Background: an optimization exercise with open tools, aiming at small area. Do not read the settings as production practice. RTL that was checked went through simulation tests only; none was proved equivalent to the original. The clock port is modelled as an ideal driver, which makes a skipped or thinned clock tree look cheaper than it is; a real chip needs a root buffer or a tree. Power figures rest on the tool's default switching activity, not on a simulated workload.

Setup of the baseline:
==> module time_to_hit, before the edit <==
module time_to_hit(clk, init, en, done);
input clk;
input init;       
input en;
output done;
reg [8:0] counter;
assign done = (counter[8:1] == 8'b10001000);
always @(posedge clk)
begin
	if (init)
		counter <= 9'h001;
	else if (en)
		counter <= {counter[7:5], counter[4] & ~done, counter[3:0], counter[8] ^ counter[4]};
end
endmodule
==> flow/config.mk <==
export PLATFORM = sky130hd
export DESIGN_NAME = guitar
export DESIGN_NICKNAME = guitar
export VERILOG_FILES = /design/flow/design.v
export SDC_FILE = /design/flow/constraint.sdc
export NUM_CORES = 4
export LEC_CHECK = 0
export CAP_MARGIN = 20
export CORE_MARGIN = 2
export CORE_UTILIZATION = 40
export SLEW_MARGIN = 20
==> flow/constraint.sdc <==
create_clock -name core_clock -period 10.0 [get_ports {clk}]
set_input_delay 2.0000 -clock core_clock [delete_from_list [all_inputs] [get_ports {clk}]]
set_output_delay 2.0000 -clock core_clock [all_outputs]
set_load 0.01 [all_outputs]
standard.sh (not shown) runs the stock make flow with config.mk's settings and CLKGATE_MAP_FILE= SYNTH_SCRIPT=/design/flow/synth_recipe.tcl, a recipe that flattens the netlist after the stock synthesis.
==> flow/flow/run.sh <==
#!/bin/bash
# Own layout flow: the standard synthesis, then its combinational logic re-mapped
# for area (registers and their names untouched), then the standard layout steps
# with the port buffers made of the smallest buffer cell and the clock net driven
# by three buffers (clock.tcl) in place of the clock tree step.
set -euo pipefail
W=$(pwd)
R=$W/orfs/results/$FLOW_PLATFORM/guitar/base
LIB=$FLOW_HOME/platforms/$FLOW_PLATFORM/lib/sky130_fd_sc_hd__tt_025C_1v80.lib
YOSYS=$(command -v yosys || echo "$FLOW_HOME/../tools/install/yosys/bin/yosys")

bash standard.sh synth > "$W/flow_synth.log" 2>&1
cp "$R/1_2_yosys.v" "$W/standard_synth.v"

# several area re-maps (two scripts, four seeds each); the smallest is kept
mkdir -p "$W/reopt"
for script in area area2; do
  for seed in 1 2 3 4; do
    sed "s/SEED/$seed/" "$W/flow/$script.abc" > "$W/reopt/$script-$seed.abc"
    REOPT_LIB=$LIB REOPT_IN=$W/standard_synth.v REOPT_OUT=$W/reopt/$script-$seed.v \
      REOPT_ABC=$W/reopt/$script-$seed.abc timeout 600 \
      "$YOSYS" -c "$W/flow/reopt.tcl" > "$W/reopt/$script-$seed.log" 2>&1 &
  done
  wait
done
best=""
bestarea=""
for f in "$W"/reopt/*.v; do
  [[ -s "$f" && -s "$f.stat" ]] || continue
  a=$(awk '/Chip area for module .\\guitar/{print $NF}' "$f.stat" | tail -1)
  [[ -n "$a" ]] || continue
  if [[ -z "$bestarea" ]] || awk -v a="$a" -v b="$bestarea" 'BEGIN{exit !(a < b)}'; then
    best=$f
    bestarea=$a
  fi
done
echo "re-map kept: $best ($bestarea)" | tee "$W/flow_reopt.log"
cp "$best" "$W/reopt.v"

cp "$W/reopt.v" "$R/1_2_yosys.v"
rm -f "$R/1_synth.odb" "$R/1_synth.sdc"
touch "$R/1_2_yosys.v"

export BUFFER_PORTS_ARGS="-buffer_cell sky130_fd_sc_hd__buf_1"
# keep the shared tie cells of the synthesis
export SKIP_REPAIR_TIE_FANOUT=1
bash standard.sh place > "$W/flow_place.log" 2>&1

# clock distribution: three buffers (see clock.tcl) instead of the clock tree step
PLATFORM_DIR=$FLOW_HOME/platforms/$FLOW_PLATFORM CLK_BUF_CELL=sky130_fd_sc_hd__buf_6 CLK_BUF_COUNT=3 \
  FLOW_CLOCK_PORT=clk CLK_IN_ODB=$R/3_place.odb CLK_IN_SDC=$R/3_place.sdc \
  CLK_OUT_ODB=$R/4_1_cts.odb CLK_OUT_SDC=$W/clock.sdc \
  openroad -no_init -exit "$W/flow/clock.tcl" > "$W/flow_clock.log" 2>&1
cp "$R/4_1_cts.odb" "$R/4_cts.odb"
cp "$W/clock.sdc" "$R/4_cts.sdc"

bash standard.sh finish > "$W/flow_layout.log" 2>&1
Other scripts of this flow, unchanged in this note and not shown: flow/flow/area.abc, flow/flow/area2.abc, flow/flow/clock.tcl, flow/flow/reopt.tcl
Changes in the candidate relative to the baseline:
--- a/flow/design.v
+++ b/flow/design.v
@@ -100,17 +100,18 @@
 input clk;
 input init;       
 input en;
 output done;
 reg [8:0] counter;
-assign done = (counter[8:1] == 8'b10001000);
+wire [9:0] inc = counter + en;
+assign done = &counter;
 always @(posedge clk)
 begin
 	if (init)
-		counter <= 9'h001;
-	else if (en)
-		counter <= {counter[7:5], counter[4] & ~done, counter[3:0], counter[8] ^ counter[4]};
+		counter <= 9'd9;
+	else
+		counter <= inc[8:0] | {5'd0, inc[9], 1'b0, inc[9], 1'b0};
 end
 endmodule
 module delay(clk, load, first, note, pressed, on_target, done, press);
 input clk;
 input load;
Notes after the runs:
- The candidate reached the final stage; the timing, design-rule and antenna checks on its layout passed.
- The higher die width of the baseline and the candidate is in the candidate.
- On fill cell total of the finished layout, the lower figure sits with the baseline, not the candidate.
- Compare the baseline and the candidate | largest fanout on the critical path higher: the baseline
- Area overhead of the layout relative to synthesis ended up 0.51 points lower on the candidate than on the baseline.
- Between the baseline and the candidate, the flow reports estimated wirelength of the detail-placed design increasing by a little under 10%.
- Final cell area: the candidate above the baseline
- Routed via count ended up 32 higher on the candidate than on the baseline.
Function not checked in the candidate: the RTL went through the layout flow alone. In every run of this note, the design's own scripts or RTL, not TritonCTS, make the clock network.

========
guitar, a different RTL version from the one above (not shown whole).
Size in the first run: roughly 43 I/O pins, ~2100 sq um of cells after synthesis.
==> module delay, before the edit <==
module delay(clk, load, first, note, pressed, on_target, done, press);
input clk;
input load;
input first;
input note;
input pressed;
input on_target;
output done;
output [1:0] press;
reg [8:0] x;
assign done = (x[8:7] == 2'b10) && (x[5:0] == 6'b100100);
assign press = x[1:0];
always @(posedge clk)
begin
	if (load)
		x <= {4'b0010, ~first, 4'b1011};
	else if (note)
		x <= {x[7:1], on_target, pressed};
	else
		x <= {x[7:0], x[8] ^ x[4]};
end
endmodule
==> module guitar, before the edit <==
module guitar(
input clk,
input rst,
input start,
input [3:0]buttons,
output [6:0]seg7_neg_sign,
output [6:0]seg7_dig0,
output [6:0]seg7_dig1,
output [6:0]seg7_dig2,
output [6:0]num_to_hit,
output led
);
localparam START  = 3'd0,
           CHECK1 = 3'd1,    
           CHECK  = 3'd3,
           NOTE1  = 3'd2,
           NOTE   = 3'd6,
           NOTEX  = 3'd7,
           DELAY  = 3'd5,
           DONE   = 3'd4;
reg  [2:0] S;
reg  [2:0] NS;
reg  [6:0] notes;        
reg  [1:0] random;       
reg  [1:0] hit_num;      
wire [1:0] press;        
wire       bp;           
wire [6:0] y;            
wire       win_done;     
wire       del_end;      
wire is_check = (S == CHECK1) || (S == CHECK);
wire note01   = (S == NOTE1) || (S == NOTE);
wire win_en   = (S == NOTE) || (S == NOTEX) || (S == DELAY) || (S == CHECK);
wire last     = &notes;
assign led = (S == DONE) & notes[0];
reg  [3:0] lane;         
always @(*)
begin
	case (hit_num)
	2'b10:   lane = 4'b0001;
	2'b11:   lane = 4'b0010;
	2'b00:   lane = 4'b0100;
	default: lane = 4'b1000;
	endcase
end
rand_gen myrand(clk, (S == START) || (S == CHECK1), y);
time_to_hit my(clk, S == START, win_en, win_done);
delay mydelay(clk, S == NOTEX, notes == 7'd0, note01, ~&buttons, ~|(buttons & lane),
              del_end, press);
assign bp = press[0] & ((S == NOTE) || (S == NOTEX));
assign num_to_hit = {hit_num[1], ~hit_num[1] | hit_num[0], hit_num[0],
                     hit_num[1] & hit_num[0], ~hit_num[1] & ~hit_num[0], 1'b0,
                     hit_num[1] & hit_num[0]};
three_decimal_vals_w_neg mynum(clk, rst, bp, press[1], seg7_neg_sign, seg7_dig0, seg7_dig1, seg7_dig2);
always @(*)
begin
	case (S)
	START:  NS = start ? CHECK1 : START;
	CHECK1: NS = NOTE1;
	CHECK:  NS = last ? DONE : NOTE1;
	NOTE1:  NS = win_done ? NOTEX : NOTE;
	NOTE:   NS = (press[0] | win_done) ? NOTEX : NOTE;
	NOTEX:  NS = DELAY;
	DELAY:  NS = del_end ? CHECK : DELAY;
	default: NS = DONE;
	endcase
end
always @(posedge clk)
begin
	if (S == START)
		notes <= 7'd0;
	else if (S == CHECK)
		notes <= notes + 1'b1;
	else if (S == DONE)
		notes[0] <= 1'b1;
	if (is_check)
		random <= {y[0], ~y[1]};    
end
always @(posedge clk or negedge rst)
begin
	if (rst == 1'b0)
	begin
		S <= START;
		hit_num <= 2'b10;
	end
	else
	begin
		S <= NS;
		if (S == CHECK)
			hit_num <= random;
	end
end
endmodule
==> flow/config.mk <==
export PLATFORM = sky130hd
export DESIGN_NAME = guitar
export DESIGN_NICKNAME = guitar
export VERILOG_FILES = /design/flow/design.v
export SDC_FILE = /design/flow/constraint.sdc
export NUM_CORES = 4
export LEC_CHECK = 0
export CAP_MARGIN = 20
export CORE_MARGIN = 2
export CORE_UTILIZATION = 40
export SLEW_MARGIN = 20
==> flow/constraint.sdc <==
create_clock -name core_clock -period 10.0 [get_ports {clk}]
set_input_delay 2.0000 -clock core_clock [delete_from_list [all_inputs] [get_ports {clk}]]
set_output_delay 2.0000 -clock core_clock [all_outputs]
set_load 0.01 [all_outputs]
==> flow/flow/run.sh <==
#!/bin/bash
# Own layout flow: the standard synthesis, then its combinational logic re-mapped
# for area (registers and their names untouched), then the standard layout steps
# with the port buffers made of the smallest buffer cell and a one-buffer clock net.
set -euo pipefail
W=$(pwd)
R=$W/orfs/results/$FLOW_PLATFORM/guitar/base
LIB=$FLOW_HOME/platforms/$FLOW_PLATFORM/lib/sky130_fd_sc_hd__tt_025C_1v80.lib
YOSYS=$(command -v yosys || echo "$FLOW_HOME/../tools/install/yosys/bin/yosys")

bash standard.sh synth > "$W/flow_synth.log" 2>&1
cp "$R/1_2_yosys.v" "$W/standard_synth.v"

# several area re-maps (two scripts, four seeds each); the smallest is kept
mkdir -p "$W/reopt"
for script in area area2; do
  for seed in 1 2 3 4; do
    sed "s/SEED/$seed/" "$W/flow/$script.abc" > "$W/reopt/$script-$seed.abc"
    REOPT_LIB=$LIB REOPT_IN=$W/standard_synth.v REOPT_OUT=$W/reopt/$script-$seed.v \
      REOPT_ABC=$W/reopt/$script-$seed.abc timeout 600 \
      "$YOSYS" -c "$W/flow/reopt.tcl" > "$W/reopt/$script-$seed.log" 2>&1 &
  done
  wait
done
best=""
bestarea=""
for f in "$W"/reopt/*.v; do
  [[ -s "$f" && -s "$f.stat" ]] || continue
  a=$(awk '/Chip area for module .\\guitar/{print $NF}' "$f.stat" | tail -1)
  [[ -n "$a" ]] || continue
  if [[ -z "$bestarea" ]] || awk -v a="$a" -v b="$bestarea" 'BEGIN{exit !(a < b)}'; then
    best=$f
    bestarea=$a
  fi
done
echo "re-map kept: $best ($bestarea)" | tee "$W/flow_reopt.log"
cp "$best" "$W/reopt.v"

cp "$W/reopt.v" "$R/1_2_yosys.v"
rm -f "$R/1_synth.odb" "$R/1_synth.sdc"
touch "$R/1_2_yosys.v"

export BUFFER_PORTS_ARGS="-buffer_cell sky130_fd_sc_hd__buf_1"
# keep the shared tie cells of the synthesis
export SKIP_REPAIR_TIE_FANOUT=1
bash standard.sh place > "$W/flow_place.log" 2>&1

# clock distribution: one buffer (see clock.tcl) instead of the clock tree step
PLATFORM_DIR=$FLOW_HOME/platforms/$FLOW_PLATFORM CLK_BUF_CELL=sky130_fd_sc_hd__buf_6 CLK_BUF_COUNT=3 \
  FLOW_CLOCK_PORT=clk CLK_IN_ODB=$R/3_place.odb CLK_IN_SDC=$R/3_place.sdc \
  CLK_OUT_ODB=$R/4_1_cts.odb CLK_OUT_SDC=$W/clock.sdc \
  openroad -no_init -exit "$W/flow/clock.tcl" > "$W/flow_clock.log" 2>&1
cp "$R/4_1_cts.odb" "$R/4_cts.odb"
cp "$W/clock.sdc" "$R/4_cts.sdc"

bash standard.sh finish > "$W/flow_layout.log" 2>&1
Other scripts of this flow, unchanged in this note and not shown: flow/flow/area.abc, flow/flow/area2.abc, flow/flow/clock.tcl, flow/flow/reopt.tcl
Then changed:
--- a/flow/design.v
+++ b/flow/design.v
@@ -112,24 +112,17 @@
 		counter <= inc[8:0] | {5'd0, inc[9], 1'b0, inc[9], 1'b0};
 end
 endmodule
-module delay(clk, load, first, note, pressed, on_target, done, press);
+module delay(clk, load, first, done);
 input clk;
 input load;
 input first;
-input note;
-input pressed;
-input on_target;
 output done;
-output [1:0] press;
 reg [8:0] x;
 assign done = (x[8:7] == 2'b10) && (x[5:0] == 6'b100100);
-assign press = x[1:0];
 always @(posedge clk)
 begin
 	if (load)
 		x <= {4'b0010, ~first, 4'b1011};
-	else if (note)
-		x <= {x[7:1], on_target, pressed};
 	else
 		x <= {x[7:0], x[8] ^ x[4]};
 end
@@ -159,8 +152,8 @@
 reg  [6:0] notes;        
 reg  [1:0] random;       
 reg  [1:0] hit_num;      
-wire [1:0] press;        
-wire       bp;           
+reg        bp;           
+reg        bc;           
 wire [6:0] y;            
 wire       win_done;     
 wire       del_end;      
@@ -169,33 +162,19 @@
 wire win_en   = (S == NOTE) || (S == NOTEX) || (S == DELAY) || (S == CHECK);
 wire last     = &notes;
 assign led = (S == DONE) & notes[0];
-reg  [3:0] lane;         
-always @(*)
-begin
-	case (hit_num)
-	2'b10:   lane = 4'b0001;
-	2'b11:   lane = 4'b0010;
-	2'b00:   lane = 4'b0100;
-	default: lane = 4'b1000;
-	endcase
-end
 rand_gen myrand(clk, (S == START) || (S == CHECK1), y);
 time_to_hit my(clk, S == START, win_en, win_done);
-delay mydelay(clk, S == NOTEX, notes == 7'd0, note01, ~&buttons, ~|(buttons & lane),
-              del_end, press);
-assign bp = press[0] & ((S == NOTE) || (S == NOTEX));
-assign num_to_hit = {hit_num[1], ~hit_num[1] | hit_num[0], hit_num[0],
-                     hit_num[1] & hit_num[0], ~hit_num[1] & ~hit_num[0], 1'b0,
-                     hit_num[1] & hit_num[0]};
-three_decimal_vals_w_neg mynum(clk, rst, bp, press[1], seg7_neg_sign, seg7_dig0, seg7_dig1, seg7_dig2);
+delay mydelay(clk, S == NOTEX, notes == 7'd0, del_end);
+seven_segment numout({2'b00, hit_num}, num_to_hit);
+three_decimal_vals_w_neg mynum(clk, rst, bp, bc, seg7_neg_sign, seg7_dig0, seg7_dig1, seg7_dig2);
 always @(*)
 begin
 	case (S)
 	START:  NS = start ? CHECK1 : START;
 	CHECK1: NS = NOTE1;
 	CHECK:  NS = last ? DONE : NOTE1;
-	NOTE1:  NS = win_done ? NOTEX : NOTE;
-	NOTE:   NS = (press[0] | win_done) ? NOTEX : NOTE;
+	NOTE1,
+	NOTE:   NS = (bp | win_done) ? NOTEX : NOTE;
 	NOTEX:  NS = DELAY;
 	DELAY:  NS = del_end ? CHECK : DELAY;
 	default: NS = DONE;
@@ -210,20 +189,23 @@
 	else if (S == DONE)
 		notes[0] <= 1'b1;
 	if (is_check)
-		random <= {y[0], ~y[1]};    
+		random <= ~{y[0], y[1]};
+	bc <= ~buttons[hit_num];
 end
 always @(posedge clk or negedge rst)
 begin
 	if (rst == 1'b0)
 	begin
 		S <= START;
-		hit_num <= 2'b10;
+		hit_num <= 2'd0;
+		bp <= 1'b0;
 	end
 	else
 	begin
 		S <= NS;
 		if (S == CHECK)
 			hit_num <= random;
-	end
-end
-endmodule
+		bp <= note01 & ~&buttons;
+	end
+end
+endmodule
Cell area rises by 2.3%.
Power is lower by 13%.
Core utilization rises by 0.44 points.
Sequential share of layout area goes up by 0.88 points.
Setup slack improves by 0.14 ns.
Via count went up by 0.80%.
Cell count rose by 3.4%.
Synthesized cell count went up by 5.3%.
Global-route usage fell by 0.11 points.
Flip-flop and latch count rises by 2.
In every run of this note, the design's own scripts or RTL, not TritonCTS, make the clock network.

## afterwards: timing with drivers on the ports
How much do the figures lean on ideal ports? The routed layouts below were timed once more, with nothing changed but the port constraints.
Step 1 assumes that a clkbuf_16 drives the clock port and a buf_2 every other input.
Step 2 adds t to the input delays and takes it off the output delays; t is the mean of the earliest and latest rising clock arrival at the registers after step 1. Input paths then give back, and output paths get back, about the clock's delay inside the block.
Slacks: ideal ports / drivers / drivers and shift; pairs: ideal ports / drivers.
run	shift t [ns]	setup slack, ns	clock arrival spread, ns
the baseline	0.172	6.024 / 5.980 / 6.152	0.007 / 0.007
the candidate	0.177	6.104 / 6.054 / 6.232	0.005 / 0.005
the first run of note 2	0.177	5.859 / 5.809 / 5.987	0.007 / 0.007
the second run of note 2	0.179	5.998 / 5.949 / 6.128	0.017 / 0.018
After both steps every run listed still meets setup and hold.
